This design comes from an exercise in tuning for small area and a short achievable clock period on the open sky130 flow, not from production work. The RTL was checked by simulation tests, not by an equivalence proof against the original design.

run 1:
==> flow/design.v (excerpt) <==
module HarmonicMean (
    input wire clk,
    input wire reset,
    input wire [15:0] data1,
    input wire [15:0] data2,
    input wire [15:0] data3,
    input wire [15:0] data4,
    input wire data_valid1,
    input wire data_valid2,
    input wire data_valid3,
    input wire data_valid4,
    output wire [15:0] harmonic_mean,
    output reg data_ready
);
wire [15:0] p12, p34, hm_num, hm_den;
hm_mul16lo u_m12 (.a(data1), .b(data2), .p(p12));
hm_mul16lo u_m34 (.a(data3), .b(data4), .p(p34));
hm_mul16lo u_mn (.a(p12), .b(p34), .p(hm_num));
hm_sum4 u_sum (.a(data1), .b(data2), .c(data3), .d(data4), .s(hm_den));
wire all_valid = data_valid1 & data_valid2 & data_valid3 & data_valid4;
wire [15:0] ra [9:16];
wire [15:9] qa;
assign ra[16] = hm_num;
genvar i;
generate
    for (i = 15; i >= 9; i = i - 1) begin : rowa
        hm_divrow #(.I(i)) u (.r(ra[i+1]), .d(hm_den), .q(qa[i]), .rn(ra[i]));
    end
endgenerate
reg [15:0] rem_q;
reg [15:0] den_q;
reg [15:9] qhi_q;
always @(posedge clk or posedge reset) begin
    if (reset) begin
        rem_q <= 16'd0;
        den_q <= 16'd1;
        qhi_q <= 0;
        data_ready <= 1'b0;
    end else begin
        if (all_valid) begin
            rem_q <= ra[9];
            den_q <= hm_den;
            qhi_q <= qa;
        end
        data_ready <= all_valid;
    end
end
wire [15:0] rb [0:9];
wire [8:0] qb;
assign rb[9] = rem_q;
generate
    for (i = 8; i >= 0; i = i - 1) begin : rowb
        hm_divrow #(.I(i)) u (.r(rb[i+1]), .d(den_q), .q(qb[i]), .rn(rb[i]));
    end
endgenerate
assign harmonic_mean = {qhi_q, qb};
endmodule
Settings: LEC_CHECK=0, ABC_AREA=1, CAP_MARGIN=70, CORE_MARGIN=2, CORE_UTILIZATION=40, SLEW_MARGIN=70; clock period 56.0 ns.
standard.sh (not shown) runs the stock make flow with config.mk's settings and CLKGATE_MAP_FILE= SYNTH_SCRIPT=/design/flow/synth_recipe.tcl, a recipe that flattens the netlist after the stock synthesis.
==> flow/flow/run.sh <==
#!/bin/bash
# Standard synthesis, then full-adder polarity clean-up on its netlist, then the
# standard layout from that netlist. Each tool's output goes to its own log here.
set -euo pipefail
R=orfs/results/$FLOW_PLATFORM/HarmonicMean/base
bash standard.sh synth > synth.log 2>&1
cp $R/1_2_yosys.v 1_2_yosys.standard.v
python3 flow/fapol.py 1_2_yosys.standard.v $R/1_2_yosys.v > fapol.log 2>&1
bash standard.sh finish SETUP_SLACK_MARGIN=26 "BUFFER_PORTS_ARGS=-buffer_cell sky130_fd_sc_hd__buf_2" > layout.log 2>&1
Other scripts of this flow, unchanged in this note and not shown: flow/flow/fapol.py
For run 2, these inputs were changed with respect to run 1:
diff --git a/flow/config.mk b/flow/config.mk
--- a/flow/config.mk
+++ b/flow/config.mk
@@ -9,4 +9,5 @@
 export CAP_MARGIN = 70
 export CORE_MARGIN = 2
-export CORE_UTILIZATION = 40
+export CORE_UTILIZATION = 60
+export PLACE_DENSITY = 0.7
 export SLEW_MARGIN = 70
Notes after the runs:
In run 2, worst relative slew slack is lower than in run 1. Compare run 1 and run 2 | layout cell share with drive strength beyond 1 lower: run 2. Summary — setup slack, run 2 relative to run 1: lower, by 95 ps. The share of the core filled with cells in the final layout reported for run 2 is greater than that of run 1 by 20 points.
Input-level comparison between run 3 and run 2:
diff --git a/flow/flow/run.sh b/flow/flow/run.sh
--- a/flow/flow/run.sh
+++ b/flow/flow/run.sh
@@ -7,3 +7,3 @@
 cp $R/1_2_yosys.v 1_2_yosys.standard.v
 python3 flow/fapol.py 1_2_yosys.standard.v $R/1_2_yosys.v > fapol.log 2>&1
-bash standard.sh finish SETUP_SLACK_MARGIN=26 "BUFFER_PORTS_ARGS=-buffer_cell sky130_fd_sc_hd__buf_2" > layout.log 2>&1
+bash standard.sh finish SETUP_SLACK_MARGIN=28 > layout.log 2>&1
diff --git a/flow/config.mk b/flow/config.mk
--- a/flow/config.mk
+++ b/flow/config.mk
@@ -9,5 +9,4 @@
 export CAP_MARGIN = 70
 export CORE_MARGIN = 2
-export CORE_UTILIZATION = 60
-export PLACE_DENSITY = 0.7
+export CORE_UTILIZATION = 40
 export SLEW_MARGIN = 70
Notes after the runs:
On area after synthesis, run 2 and run 3 are neck and neck. Delta (run 3 minus run 2): maximum cell stage delay along the critical path shows no meaningful change; buffer count from post-CTS setup fixing increased by 116 relative to the old numbers; detailed-route wire length up 5.7 mm. Die outline area (run 3 vs. run 2) increases by more than a quarter.
What run 4 does differently from run 3 at the input level:
diff --git a/flow/flow/run.sh b/flow/flow/run.sh
--- a/flow/flow/run.sh
+++ b/flow/flow/run.sh
@@ -7,3 +7,3 @@
 cp $R/1_2_yosys.v 1_2_yosys.standard.v
 python3 flow/fapol.py 1_2_yosys.standard.v $R/1_2_yosys.v > fapol.log 2>&1
-bash standard.sh finish SETUP_SLACK_MARGIN=28 > layout.log 2>&1
+bash standard.sh finish SETUP_SLACK_MARGIN=26 "BUFFER_PORTS_ARGS=-buffer_cell sky130_fd_sc_hd__buf_2" > layout.log 2>&1
diff --git a/flow/config.mk b/flow/config.mk
--- a/flow/config.mk
+++ b/flow/config.mk
@@ -7,6 +7,6 @@
 export LEC_CHECK = 0
 export ABC_AREA = 1
-export CAP_MARGIN = 70
+export CAP_MARGIN = 20
 export CORE_MARGIN = 2
 export CORE_UTILIZATION = 40
-export SLEW_MARGIN = 70
+export SLEW_MARGIN = 20
==> results.txt <==
Every stage of the flow completed for run 4, and the final layout passed the timing, DRC and antenna checks.
Clock-buffer cell count in run 4 vs run 3: up 1
In the tables for run 3 and run 4, core utilization reads higher with run 3.
Run 4 against run 3: overall global routing resource usage now sits lower, final cycle utilization of the critical path climbed 1.7 points, area growth from synthesis to layout now sits lower.
On total of cells resized after clock tree synthesis, the lower figure sits with run 4, not run 3.
Input changes introduced in run 5 (baseline for comparison: run 4):
diff --git a/flow/flow/run.sh b/flow/flow/run.sh
--- a/flow/flow/run.sh
+++ b/flow/flow/run.sh
@@ -7,3 +7,3 @@
 cp $R/1_2_yosys.v 1_2_yosys.standard.v
 python3 flow/fapol.py 1_2_yosys.standard.v $R/1_2_yosys.v > fapol.log 2>&1
-bash standard.sh finish SETUP_SLACK_MARGIN=26 "BUFFER_PORTS_ARGS=-buffer_cell sky130_fd_sc_hd__buf_2" > layout.log 2>&1
+bash standard.sh finish SETUP_SLACK_MARGIN=26 > layout.log 2>&1
diff --git a/flow/config.mk b/flow/config.mk
--- a/flow/config.mk
+++ b/flow/config.mk
@@ -6,7 +6,7 @@
 export NUM_CORES = 4
 export LEC_CHECK = 0
-export ABC_AREA = 1
-export CAP_MARGIN = 20
+export ABC_AREA = 0
+export CAP_MARGIN = 70
 export CORE_MARGIN = 2
 export CORE_UTILIZATION = 40
-export SLEW_MARGIN = 20
+export SLEW_MARGIN = 70
==> comparison <==
Most common library cell in the layout ignoring fill and taps = sky130_fd_sc_hd__fa_1: run 5; most common library cell in the layout ignoring fill and taps = sky130_fd_sc_hd__nand2_1: run 4. Between run 4 and run 5, the die height does not differ in any meaningful way. Final critical path time including I/O delays and setup: run 5 and run 4 compared, higher one is run 5. Delta(routed wire length, run 5 - run 4) > 0. Starting density of the core ended up 0.16 points lower on run 5 than on run 4. Compared with run 4, run 5 has less setup slack. ~same overall track demand over capacity in global routing in run 5 and run 4. Flip-flop and latch share of the layout cell area delta for run 5 relative to run 4: 0.50 points lower. Compared to run 4, run 5 has area added between synthesis and finish 14 points higher.
Here is what was changed in the inputs of run 6 compared with run 5.
diff --git a/flow/config.mk b/flow/config.mk
--- a/flow/config.mk
+++ b/flow/config.mk
@@ -6,7 +6,7 @@
 export NUM_CORES = 4
 export LEC_CHECK = 0
-export ABC_AREA = 0
-export CAP_MARGIN = 70
+export ABC_AREA = 1
+export CAP_MARGIN = 20
 export CORE_MARGIN = 2
 export CORE_UTILIZATION = 40
-export SLEW_MARGIN = 70
+export SLEW_MARGIN = 20
[summary]
[diff] fmax, run 6 relative to run 5: improvement
Cell at the slowest stage of the critical path = sky130_fd_sc_hd__fa_1: run 6; cell at the slowest stage of the critical path = sky130_fd_sc_hd__or4_2: run 5
Looking only at final weighted congestion in routability-driven placement, and setting everything else aside, the lower value of run 5 and run 6 goes to run 5.
Taking run 5 as the reference, in run 6 proportion of layout cells with a drive suffix above 1 went down, sequential cell area in the final layout fell by about 1.2%, max-slew headroom at the worst pin moved down.
Side by side, cell count after synthesis turned out higher in run 6 than in run 5.
Against run 5, number of nets produced by synthesis in run 6 rose by more than 10%.
Relative to run 5, the sequential share of cell area of run 6 is higher by 0.29 points.
Run 6 vs run 5 — placed cell area dropped slightly
Run 5 has higher final-layout non-clock buffer area share than run 6.
Note that the area occupied by multi-input gates recorded for run 6 amounts to 0.927 times the value seen in run 5.

separate check: timing with driven ports:
The flow's constraints put no driver on any port. The routed layouts listed below were extracted and timed again, unchanged, in two steps. Step 1, drivers: a clkbuf_16 drives clk and a buf_2 each remaining input, both assumed. Step 2 adds t to the input delays and takes it off the output delays; t is the mean of the earliest and latest rising clock arrival at the registers after step 1. Input paths then give back, and output paths get back, about the clock's delay inside the block. Slacks: ideal / step 1 / step 2; pairs: ideal / step 1.
| run | t (ns) | setup WS [ns] | worst setup path after step 2 | cell pins on the clock port's net |
|---|---|---|---|---|
| run 1 | 0.323 | 26.886 / 26.883 / 26.560 | input to register | 1 |
| run 2 | 0.310 | 26.791 / 26.772 / 26.462 | input to register | 1 |
| run 3 | 0.323 | 27.828 / 27.786 / 27.463 | input to register | 1 |
| run 4 | 0.326 | 26.902 / 26.896 / 26.570 | input to register | 1 |
| run 5 | 0.332 | 25.671 / 25.633 / 25.965 | register to output | 1 |
| run 6 | 0.326 | 26.819 / 26.836 / 26.510 | input to register | 1 |
After both steps every run listed still meets setup and hold. For run 3, which loses most, drivers alone change the setup slack by -0.042 ns; drivers and shift together by -0.365 ns.
